Source: an optimization exercise on an open RTL-to-GDS flow (aim: small area and a short achievable clock period). Production flows keep margins and buffers that such runs may drop.
At most, simulation tests tie the RTL to the original design; equivalence was not proved.

Design crash_detection, start of the top module:
module crash_detection #(
        parameter int HISTORY_LEN = 16   
    )(
        input   logic           clk,
        input   logic           arst_n,
        input   logic           i_state_rst,
        input   logic           i_sensors_valid,
        input   logic [15:0]    i_gps,
        input   logic [15:0]    i_accel_z,
        input   logic [15:0]    i_accel_y,
        input   logic [15:0]    i_accel_x,
        input   logic [15:0]    i_gyro_z,
        input   logic [15:0]    i_gyro_y,
        input   logic [15:0]    i_gyro_x,
        input   logic [15:0]    i_delta,
        input   logic [31:0]    ireg_speed_threshold,
        input   logic [31:0]    ireg_non_fatal_accel_threshold,
        input   logic [31:0]    ireg_fatal_accel_threshold,
        input   logic [31:0]    ireg_angle_threshold,
        input   logic [31:0]    ireg_angle_in_motion_threshold,
        input   logic [31:0]    ireg_angular_speed_threshold,
        output  logic [1:0]     o_state,
        output  logic           o_non_fatal_intr,
        output  logic           o_fatal_intr
    );
export LEC_CHECK = 0
export CAP_MARGIN = 20
export CORE_MARGIN = 2
export CORE_UTILIZATION = 45
export PLACE_DENSITY = 0.6
export SLEW_MARGIN = 20
create_clock -name core_clock -period 50.0 [get_ports {clk}]
standard.sh (not shown) runs the stock make flow with config.mk's settings and CLKGATE_MAP_FILE= SYNTH_SCRIPT=/design/flow/synth_recipe.tcl, a recipe that flattens the netlist after the stock synthesis.
==> flow/flow/run.sh <==
#!/bin/bash
# The standard layout with two changes to how it is made:
#  - timing repair is asked to leave 37 ns of setup slack at the design's
#    50 ns clock, so that it works on the paths that set the achieved period;
#  - the port buffers that the standard flow inserts are buf_4 cells.
# Clock, constraints and synthesis are unchanged.
set -o pipefail
bash standard.sh SETUP_SLACK_MARGIN=37 "BUFFER_PORTS_ARGS=-buffer_cell sky130_fd_sc_hd__buf_4" finish 2>&1 | tee standard_run.log
The first run completed without violations.
Next try:
--- a/flow/design.v
+++ b/flow/design.v
@@ -526,17 +526,18 @@
     assign avg_accel = sum_acc[18:4];
     assign avg_gyro  = sum_gyr[18:4];
     logic [14:0] thr;
     logic        thr_small;
     assign thr       = ireg_speed_threshold[14:0];
     assign thr_small = ~|ireg_speed_threshold[31:15];
+    logic [14:0] s_hi;
     logic [3:0]  k;
+    assign s_hi = sum_spd1[18:4];
+    assign k    = 4'd0 - sum_spd1[3:0];
     logic [17:0] kd_lo, kd_hi;
     logic [19:0] kd;
-    logic        c4;
-    assign k = 4'd0 - sum_spd1[3:0];
     always_comb begin
         case (k[1:0])
             2'd0: kd_lo = '0;
             2'd1: kd_lo = {2'b0, p_div};
             2'd2: kd_lo = {1'b0, p_div, 1'b0};
             default: kd_lo = p_d3;
@@ -546,36 +547,38 @@
             2'd1: kd_hi = {2'b0, p_div};
             2'd2: kd_hi = {1'b0, p_div, 1'b0};
             default: kd_hi = p_d3;
         endcase
     end
     assign kd = {2'b0, kd_lo} + {kd_hi, 2'b0};
-    assign c4 = (|sum_spd1[3:0]) & ({4'd0, r5, p_lo[3:0]} >= kd);
-    function automatic logic hi_ge(input logic [14:0] sc, input logic [11:0] q,
-                                   input logic [14:0] t);
-        logic [16:0] bx, bz;
-        logic [14:0] nsc;
-        logic ge_x, lt_y, ge_z;
-        bx = {2'b0, t} - {2'b0, sc};
-        bz = {bx[16:15] + 2'd1, bx[14:0]};
-        nsc = ~sc;
-        ge_x = bx[16] | (~|bx[15:12] & (q >= bx[11:0]));
-        lt_y = |nsc[14:12] | (q <= nsc[11:0]);
-        ge_z = ~|bz[16:12] & (q >= bz[11:0]);
-        hi_ge = (ge_x & lt_y) | ge_z;
-    endfunction
-    logic [14:0] s_hi, s_hi1;
-    assign s_hi  = sum_spd1[18:4];
-    assign s_hi1 = s_hi + 15'd1;
-    logic ge_c0, ge_c1, ge_s;
-    assign ge_c0 = hi_ge(s_hi,  qhi, thr);
-    assign ge_c1 = hi_ge(s_hi1, qhi, thr);
-    assign ge_s  = s_hi >= thr;                  
+    logic [21:0] kdm [0:3];      
+    assign kdm[0] = 22'(kd);
+    assign kdm[1] = 22'(kd) + {2'b0, p_div, 4'b0};
+    assign kdm[2] = 22'(kd) + {1'b0, p_div, 5'b0};
+    assign kdm[3] = 22'(kd) + {p_d3, 4'b0};
+    logic [15:0] r4x;            
+    assign r4x = {g_steps_b[5].rin, p_lo[3:0]};
+    logic [3:0] c4m;
+    always_comb
+        for (int m = 0; m < 4; m++)
+            c4m[m] = (|sum_spd1[3:0]) & ({6'd0, r4x} >= kdm[m]);
+    logic [14:0] v;
+    assign v = s_hi + {qhi[11:2], 2'b0};
+    logic [4:0] ge_j;            
+    always_comb
+        for (int jj = 0; jj <= 4; jj++)
+            ge_j[jj] = 15'(v + 15'(jj)) >= thr;
+    logic [1:0] m5;
+    logic       c4, ge_q, ge_s;
+    assign m5   = qhi[1:0];
+    assign c4   = c4m[m5];
+    assign ge_q = ge_j[3'(m5) + 3'(c4)];
+    assign ge_s = s_hi >= thr;                   
     localparam logic [1:0] SAFE = 2'b00, NON_FATAL = 2'b01, FATAL = 2'b10;
     logic speed_hi, fatal_acc, nonfatal_acc, angle;
-    assign speed_hi     = thr_small & (p_zero ? ge_s : (c4 ? ge_c1 : ge_c0));
+    assign speed_hi     = thr_small & (p_zero ? ge_s : ge_q);
     assign fatal_acc    = {17'd0, avg_accel} >  ireg_fatal_accel_threshold;
     assign nonfatal_acc = {17'd0, avg_accel} >  ireg_non_fatal_accel_threshold;
     assign angle        = {17'd0, avg_gyro}  >  ireg_angle_threshold;
     logic [1:0] state, state_next;
     always_comb begin
         state_next = state;
Result: Clock skew stays flat; via count went up by about 12%; synthesized area is higher by 6.7%; hold slack barely changes; synthesized cell count is higher by 9.7%; setup slack is worse by 670 ps; flip-flop and latch count is unchanged; utilization is higher by 0.90 points.
Function not checked in the second run of this note: the RTL went through the layout flow alone.

## re-timing with driven ports
No port has a modelled driver above. Below, the same layouts with a new extraction and two added sets of constraints. Step 1 sets driving cells, clkbuf_16 on the clock port and buf_2 on the other inputs (assumed; they add their load-dependent delay and slew). Step 2 also shifts input and output timing later by t, the mid clock arrival at the registers, as if the neighbouring blocks saw the same clock. Slacks: ideal ports / drivers / drivers and shift; pairs: ideal ports / drivers.
run	t, ns	setup WS [ns]	worst register clock-pin slew, ns	worst slew at a driven data input, ns
the first run	0.728	36.980 / 37.033 / 36.306	0.06 / 0.06	0.18
the second run	0.753	36.305 / 36.305 / 36.305	0.06 / 0.06	0.15
After both steps every run listed still meets setup and hold. The setup slack of the first run, which loses most, moves by +0.053 ns with the drivers and by -0.674 ns with both steps.
